What follows belongs to an exercise in optimizing a design on an open flow for small area, a short achievable clock period and few clock cycles per item; a production flow would make more cautious choices. RTL that was checked went through simulation tests only; none was proved equivalent to the original.

==> inputs of v13 <==
// calc
module calc (
                  input [7:0]  inpA ,
                  input [7:0]  inpB ,
                  input [01:0] inpOpType ,
                  output[15:0] outC  ,
                  input        iValid ,
                  output       iStall ,
                  input        oStall ,
                  output       oValid ,
                  input        clk ,
                  input        rstn
                  ) ;
   reg         v0, v1, vo, vs ;
   reg         nvo, nvs ;
   reg  [7:0]  a0, b0 ;
   reg  [1:0]  op0 ;
   reg         dv1 ;           
   reg  [19:0] r1 ;
   reg  [15:0] ro, rs ;
   wire        frz  = ~nvs ;              
   wire        take = ~oStall | nvo ;     
   wire        sub  = op0[0] ;
   wire [7:0]  bx   = b0 ^ {8{sub}} ;
   wire [8:0]  ac ;
   wire [7:0]  as ;
   assign ac[0] = sub ;
   genvar j ;
   generate
     for (j = 0; j < 8; j = j + 1) begin : g_as
       assign as[j]   = a0[j] ^ bx[j] ^ ac[j] ;
       assign ac[j+1] = (a0[j] & bx[j]) | (a0[j] & ac[j]) | (bx[j] & ac[j]) ;
     end
   endgenerate
   wire        ov   = ac[8] ^ sub ;           
   wire [15:0] r_as = {{7{ov & sub}}, ov, as} ;
   wire [15:0] r_mul ;
   wire m_pp0_0 = a0[0] & b0[0];
   wire m_pp0_1 = a0[0] & b0[1];
   wire m_pp0_2 = a0[0] & b0[2];
   wire m_pp0_3 = a0[0] & b0[3];
   wire m_pp0_4 = a0[0] & b0[4];
   wire m_pp0_5 = a0[0] & b0[5];
   wire m_pp0_6 = a0[0] & b0[6];
   wire m_pp0_7 = a0[0] & b0[7];
   wire m_pp1_0 = a0[1] & b0[0];
   wire m_pp1_1 = a0[1] & b0[1];
   wire m_pp1_2 = a0[1] & b0[2];
   wire m_pp1_3 = a0[1] & b0[3];
   wire m_pp1_4 = a0[1] & b0[4];
   wire m_pp1_5 = a0[1] & b0[5];
   wire m_pp1_6 = a0[1] & b0[6];
   wire m_pp1_7 = a0[1] & b0[7];
   wire m_pp2_0 = a0[2] & b0[0];
   wire m_pp2_1 = a0[2] & b0[1];
   wire m_pp2_2 = a0[2] & b0[2];
   wire m_pp2_3 = a0[2] & b0[3];
   wire m_pp2_4 = a0[2] & b0[4];
   wire m_pp2_5 = a0[2] & b0[5];
   wire m_pp2_6 = a0[2] & b0[6];
   wire m_pp2_7 = a0[2] & b0[7];
   wire m_pp3_0 = a0[3] & b0[0];
   wire m_pp3_1 = a0[3] & b0[1];
   wire m_pp3_2 = a0[3] & b0[2];
   wire m_pp3_3 = a0[3] & b0[3];
   wire m_pp3_4 = a0[3] & b0[4];
   wire m_pp3_5 = a0[3] & b0[5];
   wire m_pp3_6 = a0[3] & b0[6];
   wire m_pp3_7 = a0[3] & b0[7];
   wire m_pp4_0 = a0[4] & b0[0];
   wire m_pp4_1 = a0[4] & b0[1];
   wire m_pp4_2 = a0[4] & b0[2];
   wire m_pp4_3 = a0[4] & b0[3];
   wire m_pp4_4 = a0[4] & b0[4];
   wire m_pp4_5 = a0[4] & b0[5];
   wire m_pp4_6 = a0[4] & b0[6];
   wire m_pp4_7 = a0[4] & b0[7];
   wire m_pp5_0 = a0[5] & b0[0];
   wire m_pp5_1 = a0[5] & b0[1];
   wire m_pp5_2 = a0[5] & b0[2];
   wire m_pp5_3 = a0[5] & b0[3];
   wire m_pp5_4 = a0[5] & b0[4];
   wire m_pp5_5 = a0[5] & b0[5];
   wire m_pp5_6 = a0[5] & b0[6];
   wire m_pp5_7 = a0[5] & b0[7];
   wire m_pp6_0 = a0[6] & b0[0];
   wire m_pp6_1 = a0[6] & b0[1];
   wire m_pp6_2 = a0[6] & b0[2];
   wire m_pp6_3 = a0[6] & b0[3];
   wire m_pp6_4 = a0[6] & b0[4];
   wire m_pp6_5 = a0[6] & b0[5];
   wire m_pp6_6 = a0[6] & b0[6];
   wire m_pp6_7 = a0[6] & b0[7];
   wire m_pp7_0 = a0[7] & b0[0];
   wire m_pp7_1 = a0[7] & b0[1];
   wire m_pp7_2 = a0[7] & b0[2];
   wire m_pp7_3 = a0[7] & b0[3];
   wire m_pp7_4 = a0[7] & b0[4];
   wire m_pp7_5 = a0[7] & b0[5];
   wire m_pp7_6 = a0[7] & b0[6];
   wire m_pp7_7 = a0[7] & b0[7];
   wire m_w1 = m_pp0_6 ^ m_pp1_5;
   wire m_w2 = m_pp0_6 & m_pp1_5;
   wire m_w3 = m_pp0_7 ^ m_pp1_6 ^ m_pp2_5;
   wire m_w4 = (m_pp0_7 & m_pp1_6) | (m_pp0_7 & m_pp2_5) | (m_pp1_6 & m_pp2_5);
==> flow/config.mk <==
export PLATFORM = sky130hd
export DESIGN_NAME = calc
export DESIGN_NICKNAME = calc
export VERILOG_FILES = /design/flow/design.v
export SDC_FILE = /design/flow/constraint.sdc
export NUM_CORES = 4
export LEC_CHECK = 0
export ABC_AREA = 1
export CAP_MARGIN = 20
export CORE_MARGIN = 2
export CORE_UTILIZATION = 65
export CTS_BUF_LIST = sky130_fd_sc_hd__clkbuf_8
export SLEW_MARGIN = 20
==> flow/constraint.sdc <==
create_clock -name core_clock -period 38.0 [get_ports {clk}]
set_input_delay 7.6000 -clock core_clock [delete_from_list [all_inputs] [get_ports {clk}]]
set_output_delay 7.6000 -clock core_clock [all_outputs]
set_load 0.01 [all_outputs]
standard.sh (not shown) runs the stock make flow with config.mk's settings and CLKGATE_MAP_FILE= SYNTH_SCRIPT=/design/flow/synth_recipe.tcl, a recipe that flattens the netlist after the stock synthesis.
==> flow/flow/run.sh <==
#!/bin/bash
set -euo pipefail
R=$(pwd)/orfs/results/sky130hd/calc/base

# the standard synthesis, kept for its register names
bash standard.sh synth > 1_standard_synth.log 2>&1
cp "$R/1_2_yosys.v" std_1_2_yosys.v

# the same synthesis without ABC in Yosys's synth
rm -f "$R/1_2_yosys.v" "$R/1_synth.odb" "$R/1_synth.sdc"
if bash standard.sh SYNTH_ARGS=-noabc "$R/1_2_yosys.v" > 2_noabc_synth.log 2>&1 &&
   python3 flow/rename_regs.py std_1_2_yosys.v "$R/1_2_yosys.v" renamed_1_2_yosys.v > 3_rename.log 2>&1; then
  cp renamed_1_2_yosys.v "$R/1_2_yosys.v"
else
  echo "no-abc synthesis not used" >> 3_rename.log
  cp std_1_2_yosys.v "$R/1_2_yosys.v"
fi
touch "$R/1_2_yosys.v"

bash standard.sh BUFFER_PORTS_ARGS="-buffer_cell sky130_fd_sc_hd__buf_2" SETUP_SLACK_MARGIN=29.55 finish > 4_layout.log 2>&1
Other scripts of this flow, unchanged in this note and not shown: flow/flow/rename_regs.py
==> v37 (differences from v13) <==
--- a/flow/design.v
+++ b/flow/design.v
@@ -401,15 +401,14 @@
    assign dl0_d[4] = dl1_r3 ^ b1[4] ^ dl0_br[4] ;
    assign dl0_d[5] = dl1_r4 ^ b1[5] ^ dl0_br[5] ;
    assign dl0_d[6] = dl1_r5 ^ b1[6] ^ dl0_br[6] ;
    assign dl0_d[7] = dl1_r6 ^ b1[7] ^ dl0_br[7] ;
    wire dl0_q = dl0_hz & ~dl0_br[8] ;
    wire [15:0] res = dv1 ? ((b1 == 8'd0) ? 16'd0 : {8'd0, r1[11:8], {dl3_q, dl2_q, dl1_q, dl0_q}})
                          : r1[15:0] ;
-   wire [15:0] rsel = frz ? rs : res ;
    reg         vo_n, vs_n ;
    always @* begin
      vo_n = ~nvo ;
      vs_n = frz ;
      if (take) begin
        if (frz) begin
          vo_n = 1'b1 ;
@@ -443,14 +442,14 @@
   if (!frz) begin
     a0  <= inpA ;
     b0  <= inpB ;
     op0 <= inpOpType ;
     dv1 <= dv0 ;
     r1  <= r1_n ;
   end
-  if (take) ro <= rsel ;
-  rs <= rsel ;
+  if (take) ro <= frz ? rs : res ;
+  if (!frz) rs <= res ;
 end
 assign iStall = vs ;
 assign oValid = vo ;
 assign outC   = ro ;
 endmodule
==> flow/config.mk (replaced) <==
export PLATFORM = sky130hd
export DESIGN_NAME = calc
export DESIGN_NICKNAME = calc
export VERILOG_FILES = /design/flow/design.v
export SDC_FILE = /design/flow/constraint.sdc
export NUM_CORES = 4
export LEC_CHECK = 0
export CAP_MARGIN = 20
export CORE_MARGIN = 2
export CORE_UTILIZATION = 40
export CTS_BUF_LIST = sky130_fd_sc_hd__clkbuf_8
export SLEW_MARGIN = 20
==> v9 (differences from v13) <==
--- a/flow/design.v
+++ b/flow/design.v
@@ -401,15 +401,14 @@
    assign dl0_d[4] = dl1_r3 ^ b1[4] ^ dl0_br[4] ;
    assign dl0_d[5] = dl1_r4 ^ b1[5] ^ dl0_br[5] ;
    assign dl0_d[6] = dl1_r5 ^ b1[6] ^ dl0_br[6] ;
    assign dl0_d[7] = dl1_r6 ^ b1[7] ^ dl0_br[7] ;
    wire dl0_q = dl0_hz & ~dl0_br[8] ;
    wire [15:0] res = dv1 ? ((b1 == 8'd0) ? 16'd0 : {8'd0, r1[11:8], {dl3_q, dl2_q, dl1_q, dl0_q}})
                          : r1[15:0] ;
-   wire [15:0] rsel = frz ? rs : res ;
    reg         vo_n, vs_n ;
    always @* begin
      vo_n = ~nvo ;
      vs_n = frz ;
      if (take) begin
        if (frz) begin
          vo_n = 1'b1 ;
@@ -443,14 +442,14 @@
   if (!frz) begin
     a0  <= inpA ;
     b0  <= inpB ;
     op0 <= inpOpType ;
     dv1 <= dv0 ;
     r1  <= r1_n ;
   end
-  if (take) ro <= rsel ;
-  rs <= rsel ;
+  if (take) ro <= frz ? rs : res ;
+  if (!frz) rs <= res ;
 end
 assign iStall = vs ;
 assign oValid = vo ;
 assign outC   = ro ;
 endmodule
--- a/flow/flow/run.sh
+++ b/flow/flow/run.sh
@@ -11,10 +11,15 @@
 if bash standard.sh SYNTH_ARGS=-noabc "$R/1_2_yosys.v" > 2_noabc_synth.log 2>&1 &&
    python3 flow/rename_regs.py std_1_2_yosys.v "$R/1_2_yosys.v" renamed_1_2_yosys.v > 3_rename.log 2>&1; then
   cp renamed_1_2_yosys.v "$R/1_2_yosys.v"
 else
   echo "no-abc synthesis not used" >> 3_rename.log
   cp std_1_2_yosys.v "$R/1_2_yosys.v"
 fi
+# every combinational cell at the smallest drive strength of its family;
+# the repair steps of the layout size up what timing, slew or load needs
+python3 flow/downsize.py "$FLOW_HOME/platforms/sky130hd/lib/sky130_fd_sc_hd__tt_025C_1v80.lib" \
+  "$R/1_2_yosys.v" downsized_1_2_yosys.v > 5_downsize.log 2>&1 &&
+  cp downsized_1_2_yosys.v "$R/1_2_yosys.v"
 touch "$R/1_2_yosys.v"
 
-bash standard.sh BUFFER_PORTS_ARGS="-buffer_cell sky130_fd_sc_hd__buf_2" SETUP_SLACK_MARGIN=29.55 finish > 4_layout.log 2>&1
+bash standard.sh BUFFER_PORTS_ARGS="-buffer_cell sky130_fd_sc_hd__buf_2" SETUP_SLACK_MARGIN=29.55 CTS_ARGS="-sink_clustering_enable -repair_clock_nets -buf_list sky130_fd_sc_hd__clkbuf_8 -dont_use_dummy_load" finish > 4_layout.log 2>&1
==> flow/flow/downsize.py (new file) <==
#!/usr/bin/env python3
"""downsize.py LIB NETLIST OUT

Give every combinational cell of a Yosys netlist the smallest-area drive
strength of its own cell family (same function and pins, e.g. nand2_4 ->
nand2_1). Registers, adders and tie cells are left as they are. The flow's
repair steps afterwards size up whatever timing, slew or load needs."""
import re, sys

lib = open(sys.argv[1]).read()
area = {m.group(1): float(m.group(3)) for m in re.finditer(
    r'cell \("?(sky130_fd_sc_hd__\w+)"?\)\s*\{(.*?)area\s*:\s*([\d.]+)', lib, re.S)}
dont = {'sky130_fd_sc_hd__probe_p_8', 'sky130_fd_sc_hd__probec_p_8'}
fam = {}
for c in area:
    m = re.match(r'(sky130_fd_sc_hd__\w+?)_(\d+)$', c)
    if m and c not in dont and 'lpflow' not in c:
        fam.setdefault(m.group(1), []).append(c)
skip = re.compile(r'__(e?s?df|dl|sdf|edf|fa|ha|fah|conb|tap|fill|decap|clk|probe|dly|bufbuf|bufinv)')
best = {}
for f, cs in fam.items():
    best[f] = min(cs, key=lambda c: (area[c], c))
text = open(sys.argv[2]).read()
n = 0
def sub(m):
    global n
    c = m.group(1)
    if skip.search(c):
        return m.group(0)
    f = re.match(r'(sky130_fd_sc_hd__\w+?)_(\d+)$', c)
    if not f or f.group(1) not in best or best[f.group(1)] == c:
        return m.group(0)
    n += 1
    return m.group(0).replace(c, best[f.group(1)], 1)
out = re.sub(r'^\s*(sky130_fd_sc_hd__\w+)\s', sub, text, flags=re.M)
open(sys.argv[3], 'w').write(out)
print(f"{n} cells downsized")
==> flow/config.mk (replaced) <==
export PLATFORM = sky130hd
export DESIGN_NAME = calc
export DESIGN_NICKNAME = calc
export VERILOG_FILES = /design/flow/design.v
export SDC_FILE = /design/flow/constraint.sdc
export NUM_CORES = 4
export LEC_CHECK = 0
export ABC_AREA = 1
export CAP_MARGIN = 20
export CORE_MARGIN = 2
export CORE_UTILIZATION = 40
export CTS_BUF_LIST = sky130_fd_sc_hd__clkbuf_8
export SLEW_MARGIN = 20
==> comparison <==
v9 completed without violations. v37 ran to the end with no violations. v13 completed with no timing, DRC or antenna violations.
Core utilization: v9 < v37 < v13.
Clock skew, lowest first: v37, v13, v9.
Register-to-register slack, highest first: v9, v13, v37.
Sequential share of layout area, highest first: v9, v13, v37.
Critical path depth is the same in v13 and v9.
Flip-flop and latch count is the same in v9 and v37.
==> figures <==
item	v9	v13	v37
Met2 Track Usage GR	0.289	0.459	0.294
Start point of the worst min-delay path	v0$_DFFE_PN0P_	rs[14]$_DFF_P_	rs[15]$_DFF_P_
Last element of the critical path	iStall	outC[10]	outC[0]
Result of the run	finished clean	finished clean	finished clean
Die width	124 um	99.6 um	124 um
Share of Yosys cell area claimed by the top area cell type	-	0.278	0.288
Number of synthesized register bits	-	77	77
Number of nets in the finished design	747	743	644
Area of the multi-input gates	3160 um^2	3250 um^2	3490 um^2
Global routing usage summed across all routing layers	0.166	0.263	0.172
Time the worst path needs with I/O delays and setup	8.48 ns	8.48 ns	8.49 ns
Testbench counts of v37, summed over its fixed seeds: cycles 12,024, items 12,000.
Testbench counts of v9, summed over its fixed seeds: cycles 12,024, items 12,000.
No functional check of the RTL was part of v13.

==> re-timing with driven ports <==
How much do the figures lean on ideal ports? The routed layouts below were timed once more, with nothing changed but the port constraints. Step 1 sets driving cells, clkbuf_16 on the clock port and buf_2 on the other inputs (assumed; they add their load-dependent delay and slew). Step 2 also shifts input and output timing later by t, the mid clock arrival at the registers, as if the neighbouring blocks saw the same clock. Slacks: ideal ports / drivers / drivers and shift; pairs: ideal ports / drivers.
run | shift t [ns] | setup WS [ns] | hold slack, ns | latest minus earliest clock arrival (ns)
v13 | 0.379 | 29.522 / 29.487 / 29.397 | 0.473 / 0.473 / 0.473 | 0.017 / 0.016
v37 | 0.408 | 29.506 / 29.473 / 29.355 | 0.473 / 0.473 / 0.473 | 0.014 / 0.015
v9 | 0.368 | 29.524 / 29.488 / 29.407 | 0.477 / 0.477 / 0.477 | 0.031 / 0.031
After both steps every run listed still meets setup and hold. For v37, which loses most, drivers alone change the setup slack by -0.033 ns; drivers and shift together by -0.151 ns.
